Context: an optimization exercise on an open-source flow, tuned for small area. The choices shown serve that exercise and are no tape-out recipe.
Only simulation tests tie the RTL to the original design; equivalence was not proved.
Power figures rest on the tool's default switching activity, not on a simulated workload.

== try-onyx ==
==> flow/design.v <==
module ALU (
input             clk               ,   
input             rst_n             ,   
input             dcd_req           ,   
input      [3:0]  dcd_opcode        ,   
input      [11:0] dcd_mem_addr      ,   
input      [2:0]  dcd_src_reg_1_addr,   
input      [2:0]  dcd_src_reg_2_addr,   
input      [2:0]  dcd_dst_reg_addr  ,   
input      [15:0] dcd_const         ,   
output reg        dcd_ack           ,   
input      [31:0] data_mem_rd_data  ,   
output reg        data_mem_cen      ,   
output            data_mem_rw       ,   
output     [11:0] data_mem_addr     ,   
output     [31:0] data_mem_rw_data  ,   
input      [15:0] reg_0_rd_data     ,   
input             reg_0_ack         ,   
output reg        reg_0_req         ,   
output            reg_0_rw          ,   
output reg [2:0]  reg_0_addr        ,   
input      [15:0] reg_1_rd_data     ,   
input             reg_1_ack         ,   
output reg        reg_1_req         ,   
output reg        reg_1_rw          ,   
output     [2:0]  reg_1_addr        ,   
output reg [15:0] reg_1_wr_data     ,   
output reg        pc_jump_req       ,   
output     [11:0] pc_jump_addr          
);
wire [3:0] op = dcd_opcode;
wire op_alu = op[2];                               
reg  sub_q;                                        
reg  dcd_req_delay;                                
reg  cen_delay;                                    
wire alu_start = dcd_req & ~dcd_req_delay;         
assign data_mem_addr    = dcd_mem_addr;
assign pc_jump_addr     = dcd_mem_addr;
assign data_mem_rw      = ~op[1];
assign data_mem_rw_data = {16'h0000, reg_1_wr_data};    
assign reg_0_rw         = 1'b1;
assign reg_1_addr       = reg_1_rw ? dcd_src_reg_2_addr : dcd_dst_reg_addr;
wire eq = (dcd_const == reg_0_rd_data);
wire        sub = sub_q;                          
wire [15:0] a   = reg_0_rd_data;
wire [15:0] b   = reg_1_rd_data ^ {16{sub}};
wire [16:0] c;           
wire [15:0] s0;          
wire [15:0] s;
genvar i;
generate for (i = 0; i < 16; i = i + 1) begin : g_add
  wire ci = (i == 0) ? sub : (i == 7) ? 1'b0 : c[i];
  assign s0[i]  = a[i] ^ b[i] ^ ci;
  assign c[i+1] = (a[i] & b[i]) | (a[i] & ci) | (b[i] & ci);
end endgenerate
assign s[6:0] = s0[6:0];
wire k7 = c[7];
wire [9:0] t1;       
assign t1[0] = 1'b1;
assign t1[1] = t1[0] & s0[7];
assign t1[2] = t1[1] & s0[8];
assign t1[3] = t1[2] & s0[9];
assign t1[4] = t1[3] & s0[10];
assign t1[5] = t1[4] & s0[11];
assign t1[6] = t1[5] & s0[12];
assign t1[7] = t1[6] & s0[13];
assign t1[8] = t1[7] & s0[14];
assign t1[9] = t1[8] & s0[15];
assign s[15:7] = s0[15:7] ^ ({9{k7}} & t1[8:0]);
wire [15:0] logic_res = (a & reg_1_rd_data) | ({16{op[0]}} & (a | reg_1_rd_data));    
wire [15:0] alu_res   = op[1] ? logic_res : s;
always @(posedge clk or negedge rst_n)
if (~rst_n) begin
  dcd_req_delay <= 1'b0;
  cen_delay     <= 1'b0;
  data_mem_cen  <= 1'b0;
  reg_0_req     <= 1'b0;
  reg_1_req     <= 1'b0;
  reg_1_rw      <= 1'b0;
  pc_jump_req   <= 1'b0;
  dcd_ack       <= 1'b0;
end else begin
  dcd_req_delay <= dcd_req;
  cen_delay     <= data_mem_cen;
  data_mem_cen  <= (alu_start & ~op[3] & ~op[2] & ~(op[1] ^ op[0]))
                 | (reg_0_ack & ~op[2] & op[1] & ~op[0]);
  reg_0_req     <= ~reg_0_ack & (reg_0_req | (alu_start & (op[2] | (op[1] & ~op[0]) | (op[3] & op[0]))));
  reg_1_req     <= reg_1_ack ? reg_1_rw
                 : (reg_1_req | (alu_start & (op[2] | (~op[3] & ~op[1] & op[0]))) | (cen_delay & ~op[1]));
  reg_1_rw      <= alu_start ? op_alu : (reg_1_rw & ~reg_1_ack);
  pc_jump_req   <= (alu_start & op[3] & ~op[0]) | (reg_0_ack & op[3] & op[0] & eq);
  dcd_ack       <= (~reg_1_rw & reg_1_ack) | (op[1] & data_mem_cen)
                 | (alu_start & op[3] & ~op[0]) | (reg_0_ack & op[3] & op[0]);
end
always @(posedge clk) begin
  reg_0_addr <= dcd_src_reg_1_addr;
  sub_q      <= op[2] & ~op[1] & op[0];
end
wire sel_alu  = reg_1_rw;
wire sel_hold = op[2] & ~reg_1_rw;
wire sel_c    = ~op[2] & op[0];
wire sel_m    = ~op[2] & ~op[1] & ~op[0];
wire sel_r    = ~op[2] & op[1] & ~op[0];
always @(posedge clk)
  reg_1_wr_data <= ({16{sel_alu}}  & alu_res)
                 | ({16{sel_hold}} & reg_1_wr_data)
                 | ({16{sel_c}}    & dcd_const)
                 | ({16{sel_m}}    & data_mem_rd_data[15:0])
                 | ({16{sel_r}}    & reg_0_rd_data);
endmodule  
==> flow/config.mk <==
export PLATFORM = sky130hd
export DESIGN_NAME = ALU
export DESIGN_NICKNAME = ALU
export VERILOG_FILES = /design/flow/design.v
export SDC_FILE = /design/flow/constraint.sdc
export NUM_CORES = 4
export LEC_CHECK = 0
export CAP_MARGIN = 20
export CORE_MARGIN = 2
export CORE_UTILIZATION = 40
export SLEW_MARGIN = 20
==> flow/constraint.sdc <==
create_clock -name core_clock -period 5.0 [get_ports {clk}]
set_input_delay 1.0000 -clock core_clock [delete_from_list [all_inputs] [get_ports {clk}]]
set_output_delay 1.0000 -clock core_clock [all_outputs]
set_load 0.01 [all_outputs]
standard.sh (not shown) runs the stock make flow with config.mk's settings and CLKGATE_MAP_FILE= SYNTH_SCRIPT=/design/flow/synth_recipe.tcl, a recipe that flattens the netlist after the stock synthesis.
==> flow/flow/run.sh <==
#!/bin/bash
# Standard ORFS layout with two changes: the smallest buffer (buf_1) for the
# port buffers, and an area-oriented ABC mapping script for synthesis.
set -euo pipefail
cp -r "$FLOW_HOME/scripts" ./orfs_scripts
cp flow/abc.script ./orfs_scripts/abc_speed.script
export SCRIPTS_DIR="$PWD/orfs_scripts"
export BUFFER_PORTS_ARGS="-buffer_cell sky130_fd_sc_hd__buf_1"
export REMOVE_ABC_BUFFERS=1
export GPL_TIMING_DRIVEN=0
bash standard.sh > standard_flow.log 2>&1
==> flow/flow/abc.script <==
&get -n
&st
&dch
&nf
&st
&syn2
&if -g -K 6
&synch2
&nf
&st
&dch -f
&nf -R 1000
&st
&dch -f
&nf -R 1000
&put
try-onyx closes out successfully: all stages finished, all timing, DRC and antenna checks passed.
[inputs] try-harbor vs try-onyx
Settings: CAP_MARGIN changed from 20 to 0; SLEW_MARGIN changed from 20 to 0.
-- flow/flow/run.sh --
<<< try-onyx, line 10
export GPL_TIMING_DRIVEN=0
bash standard.sh > standard_flow.log 2>&1
>>> try-harbor, line 10
export GPL_TIMING_DRIVEN=0
export CTS_ARGS="-sink_clustering_enable -repair_clock_nets -dont_use_dummy_load"
bash standard.sh > standard_flow.log 2>&1
Findings:
The count of filler cells inserted in the layout number comes out higher for try-harbor vs try-onyx.
Maximum ir drop on the vdd rail ended up 0.0085 mV lower on try-harbor than on try-onyx.
On try-harbor: global-route usage over all layers is 0.33 points higher than what try-onyx gave.
| combinational power | try-onyx vs try-harbor | ≈ equal |
try-harbor ended up with a higher worst hold slack than try-onyx did.
Diff try-onyx -> try-harbor: standby leakage power went down by about 0.9%, share of cells above drive strength 1 down 0.52 points.
## Diff of input files: try-delta against try-harbor
Settings: SLEW_MARGIN changed from 0 to 20; CAP_MARGIN changed from 0 to 20.
-- flow/flow/run.sh --
<<< try-harbor, line 8
export BUFFER_PORTS_ARGS="-buffer_cell sky130_fd_sc_hd__buf_1"
export REMOVE_ABC_BUFFERS=1
export GPL_TIMING_DRIVEN=0
export CTS_ARGS="-sink_clustering_enable -repair_clock_nets -dont_use_dummy_load"
bash standard.sh > standard_flow.log 2>&1
>>> try-delta, line 8
export BUFFER_PORTS_ARGS="-buffer_cell sky130_fd_sc_hd__buf_1"
bash standard.sh > standard_flow.log 2>&1
==> summary.txt <==
In terms of combinational power, try-harbor and try-delta differ only marginally. Changes observed in try-delta relative to try-harbor: post-layout instance count excluding filler cells has increased, clock network contribution to total cell area went up, wire length after detailed routing down about 9%.
diff inputs: try-delta => try-violet
Settings: a change of CORE_UTILIZATION from 40 to 65; an added PLACE_DENSITY of 0.75.
Results
Across both runs, final critical-path required period was higher for try-violet than for try-delta.
Going from try-delta to try-violet, share of synthesized area occupied by flip-flops and latches barely changed, global-route usage up 12 points, number of placed cells counting well taps fell about 6%, final worst hold slack saw a decrease, global-route wire length before repair down 5.3%.
try-delta was larger in final cell area than try-violet.
Diff try-violet and try-delta: number of standard cells in the final layout excluding fillers lower in try-violet
Power per cell area, try-violet vs try-delta: up by a little under 10%
Inputs modified between try-violet and try-garnet:
Settings: CORE_UTILIZATION: 65 -> 40; PLACE_DENSITY: 0.75 -> unset.
==> flow/flow/run.sh <==
#!/bin/bash
# Standard ORFS layout (the standard.sh) with these changes:
# - an area-oriented ABC mapping script for synthesis (flow/abc.script, used in
#   place of ORFS's abc_speed.script in a copy of ORFS's scripts folder);
# - the smallest buffer (buf_1) for the port buffers;
# - the synthesis buffers are removed at floorplan, and global placement is not
#   timing-driven;
# - CTS inserts no dummy loads.
set -euo pipefail
cp -r "$FLOW_HOME/scripts" ./orfs_scripts
cp flow/abc.script ./orfs_scripts/abc_speed.script
export SCRIPTS_DIR="$PWD/orfs_scripts"
export BUFFER_PORTS_ARGS="-buffer_cell sky130_fd_sc_hd__buf_1"
export REMOVE_ABC_BUFFERS=1
export GPL_TIMING_DRIVEN=0
export CTS_ARGS="-sink_clustering_enable -repair_clock_nets -dont_use_dummy_load"
bash standard.sh > standard_flow.log 2>&1
## What came out
Total routed wirelength of try-garnet exceeds that of try-violet by more than 10%.
try-garnet leaves more setup margin than try-violet.
From try-violet to try-garnet, detailed-routing iteration count for the pre-antenna-repair pass did not move at all.
The inputs of try-tundra differ from those of try-garnet as listed below.
Settings: putting CTS_CLUSTER_SIZE at 30 where nothing was set; putting CTS_CLUSTER_DIAMETER at 200 where nothing was set.
==> flow/flow/run.sh <==
#!/bin/bash
# Standard ORFS layout with two changes: the smallest buffer (buf_1) for the
# port buffers, and an area-oriented ABC mapping script for synthesis.
set -euo pipefail
cp -r "$FLOW_HOME/scripts" ./orfs_scripts
cp flow/abc.script ./orfs_scripts/abc_speed.script
export SCRIPTS_DIR="$PWD/orfs_scripts"
export BUFFER_PORTS_ARGS="-buffer_cell sky130_fd_sc_hd__buf_1"
bash standard.sh > standard_flow.log 2>&1
==> comparison <==
The higher synthesis-to-finish area growth of try-garnet and try-tundra is in try-tundra.
[try-tundra] routed wire length per instance fell about 9% relative to try-garnet
Of the two values seen for highest routed metal layer, met4 was produced by try-tundra and met5 by try-garnet.
On count of cell types in the netlist, try-garnet and try-tundra are basically level.
Detailed-route vias per instance, try-garnet and try-tundra, higher one = try-garnet.
Combinational fraction of design power, try-garnet and try-tundra: lower on try-tundra
try-tundra against try-garnet: net switching fraction of the power decreased 0.71 points, total count of hold-check failures in the final report held steady, total number of multi-input combinational cells shows no meaningful change.
Compared with try-garnet, total wirelength of the detailed-routed design in try-tundra decreased by a little under 10%.

---

run A:
RTL: the design.v shown in full above, as it stands there.
clock: 5.0 ns
lec_check: 0
cap_margin: 20
core_margin: 2
core_utilization: 40
slew_margin: 20
==> flow/flow/run.sh <==
#!/bin/bash
# Standard ORFS layout with two changes: the smallest buffer (buf_1) for the
# port buffers, and an area-oriented ABC mapping script for synthesis.
set -euo pipefail
cp -r "$FLOW_HOME/scripts" ./orfs_scripts
cp flow/abc.script ./orfs_scripts/abc_speed.script
export SCRIPTS_DIR="$PWD/orfs_scripts"
export BUFFER_PORTS_ARGS="-buffer_cell sky130_fd_sc_hd__buf_1"
export REMOVE_ABC_BUFFERS=1
export GPL_TIMING_DRIVEN=0
export CTS_ARGS="-sink_clustering_enable -repair_clock_nets -dont_use_dummy_load"
bash standard.sh > standard_flow.log 2>&1
Scripts as last shown in full above: flow/flow/abc.script
Run A has completed all stages; timing, DRC and antenna checks passed.
The following lists how run B was set up differently from run A:
- CTS_CLUSTER_SIZE now 30, previously not set
==> flow/flow/run.sh <==
#!/bin/bash
# Standard ORFS layout with two changes: the smallest buffer (buf_1) for the
# port buffers, and an area-oriented ABC mapping script for synthesis.
set -euo pipefail
cp -r "$FLOW_HOME/scripts" ./orfs_scripts
cp flow/abc.script ./orfs_scripts/abc_speed.script
export SCRIPTS_DIR="$PWD/orfs_scripts"
export BUFFER_PORTS_ARGS="-buffer_cell sky130_fd_sc_hd__buf_1"
bash standard.sh > standard_flow.log 2>&1
==> summary.txt <==
- Maximum ir drop on the vdd rail | run B below run A
- Run B vs run A — vias per cell dropped by a few percent
- Number of buffers outside the clock class in the layout was lower in run A than in run B.
- [compare] base=run A new=run B: clock-buffer cell count up 1, area used by sequential logic in the layout flat.
- Relative to run A, the first-pass GRT wire length of run B is lower by 9.5%.
- Run A has a lower growth of design area from synthesis to finish than run B.
- Where via count is concerned, run A is outperformed by run B.
- Run B vs run A, final total power went up by about 3.2%.
--- input diff run B..run C ---
- CTS_CLUSTER_SIZE no longer set, was 30
-- flow/flow/run.sh --
<<< run B, line 7
export SCRIPTS_DIR="$PWD/orfs_scripts"
export BUFFER_PORTS_ARGS="-buffer_cell sky130_fd_sc_hd__buf_1"
bash standard.sh > standard_flow.log 2>&1
>>> run C, line 7
export SCRIPTS_DIR="$PWD/orfs_scripts"
export BUFFER_PORTS_ARGS="-buffer_cell sky130_fd_sc_hd__buf_1"
export REMOVE_ABC_BUFFERS=1
export GPL_TIMING_DRIVEN=0
export SKIP_REPAIR_TIE_FANOUT=1
export CTS_ARGS="-sink_clustering_enable -repair_clock_nets -dont_use_dummy_load"
bash standard.sh > standard_flow.log 2>&1
Notes after the runs:
- The flow did not stop early for run C: all stages ran, and the layout cleared the timing, DRC and antenna checks.
- met1 demand-to-capacity share in global routing was higher in run C than in run B.
- Per the comparison of run C with run B, share of the cycle needed by the critical path after routing went up 2.2 points, horizontal die dimension stayed essentially flat.

---

Another version of the RTL of ALU (not shown whole).
For scale: roughly 200 I/O pins.
export LEC_CHECK = 0
export CAP_MARGIN = 20
export CORE_MARGIN = 2
export CORE_UTILIZATION = 55
export SLEW_MARGIN = 20
create_clock -name core_clock -period 5.0 [get_ports {clk}]
==> flow/flow/run.sh <==
#!/bin/bash
# Standard ORFS layout (the standard.sh) with these changes:
# - an area-oriented ABC mapping script for synthesis (flow/abc.script, used in
#   place of ORFS's abc_speed.script in a copy of ORFS's scripts folder);
# - the smallest buffer (buf_1) for the port buffers;
# - the synthesis buffers are removed at floorplan, and global placement is not
#   timing-driven;
# - the constant outputs keep synthesis's single tie cell per value (no
#   repair_tie_fanout);
# - CTS inserts no dummy loads.
set -euo pipefail
cp -r "$FLOW_HOME/scripts" ./orfs_scripts
cp flow/abc.script ./orfs_scripts/abc_speed.script
export SCRIPTS_DIR="$PWD/orfs_scripts"
export BUFFER_PORTS_ARGS="-buffer_cell sky130_fd_sc_hd__buf_1"
export REMOVE_ABC_BUFFERS=1
export GPL_TIMING_DRIVEN=0
export SKIP_REPAIR_TIE_FANOUT=1
export CTS_ARGS="-sink_clustering_enable -repair_clock_nets -dont_use_dummy_load"
bash standard.sh > standard_flow.log 2>&1
Scripts as last shown in full above: flow/flow/abc.script
Next try:
Settings changed: CORE_UTILIZATION 55 to 65.
Flip-flop and latch count stays the same. Setup slack gets worse by 0.033 ns. Worst hold slack barely changes. Synthesized area is unchanged. Cell area does not change. First-iteration DRC count rises by 77%.
Next try:
Settings changed: CORE_UTILIZATION 65 to 40, PLACE_DENSITY set to 0.8.
Power rose by 0.79%; clock power rose by about 5%; hold slack gains 0.0093 ns; clock skew rose by 0.0033 ns; clock-buffer cell count is unchanged; die area rose by 58%; via count fell by 1.3%; routed wire length rose by 5.5%.
Next try:
Settings changed: PLACE_DENSITY 0.8 to unset.
The changed run finished clean.
First-iteration DRC count shrinks by a few percent.
Cell area shrinks slightly.
Worst setup slack improved by 0.050 ns.
Sequential power stays flat.

[separate check: timing with driven ports]
In the flow no input, the clock included, has a driving cell. The finished layouts below were timed again as built, in two steps. Step 1 (the two cells are an assumption about what drives the block):
set clk [get_ports {clk}]
set_driving_cell -lib_cell sky130_fd_sc_hd__clkbuf_16 $clk
set_driving_cell -lib_cell sky130_fd_sc_hd__buf_2 [delete_from_list [all_inputs] $clk]
Step 2, shift: input delay + t, output delay - t, t = (earliest + latest rising clock arrival at the registers) / 2. This alone moves slack from input paths to output paths. Three values: ideal, step 1, step 2; two values: the first two.
run | t, ns | setup slack, ns | worst setup path after step 2
try-onyx | 0.311 | 0.296 / 0.307 / -0.004 | input to register
try-harbor | 0.309 | 0.270 / 0.280 / -0.029 | input to register
try-delta | 0.300 | 0.371 / 0.377 / 0.077 | input to register
try-violet | 0.309 | 0.190 / 0.197 / -0.112 | input to register
try-garnet | 0.304 | 0.285 / 0.296 / -0.008 | input to register
try-tundra | 0.300 | 0.371 / 0.377 / 0.077 | input to register
run A | 0.304 | 0.285 / 0.296 / -0.008 | input to register
run B | 0.300 | 0.371 / 0.377 / 0.077 | input to register
run C | 0.303 | 0.263 / 0.271 / -0.032 | input to register
the first run of note 3 | 0.305 | 0.284 / 0.286 / -0.020 | input to register
the second run of note 3 | 0.304 | 0.251 / 0.256 / -0.048 | input to register
the third run of note 3 | 0.307 | 0.212 / 0.199 / -0.108 | input to register
the fourth run of note 3 | 0.303 | 0.262 / 0.252 / -0.052 | input to register
With both steps, setup timing fails in 10 of these runs, where it was met with ideal ports. The setup slack of the third run of note 3, which loses most, moves by -0.013 ns with the drivers and by -0.320 ns with both steps.
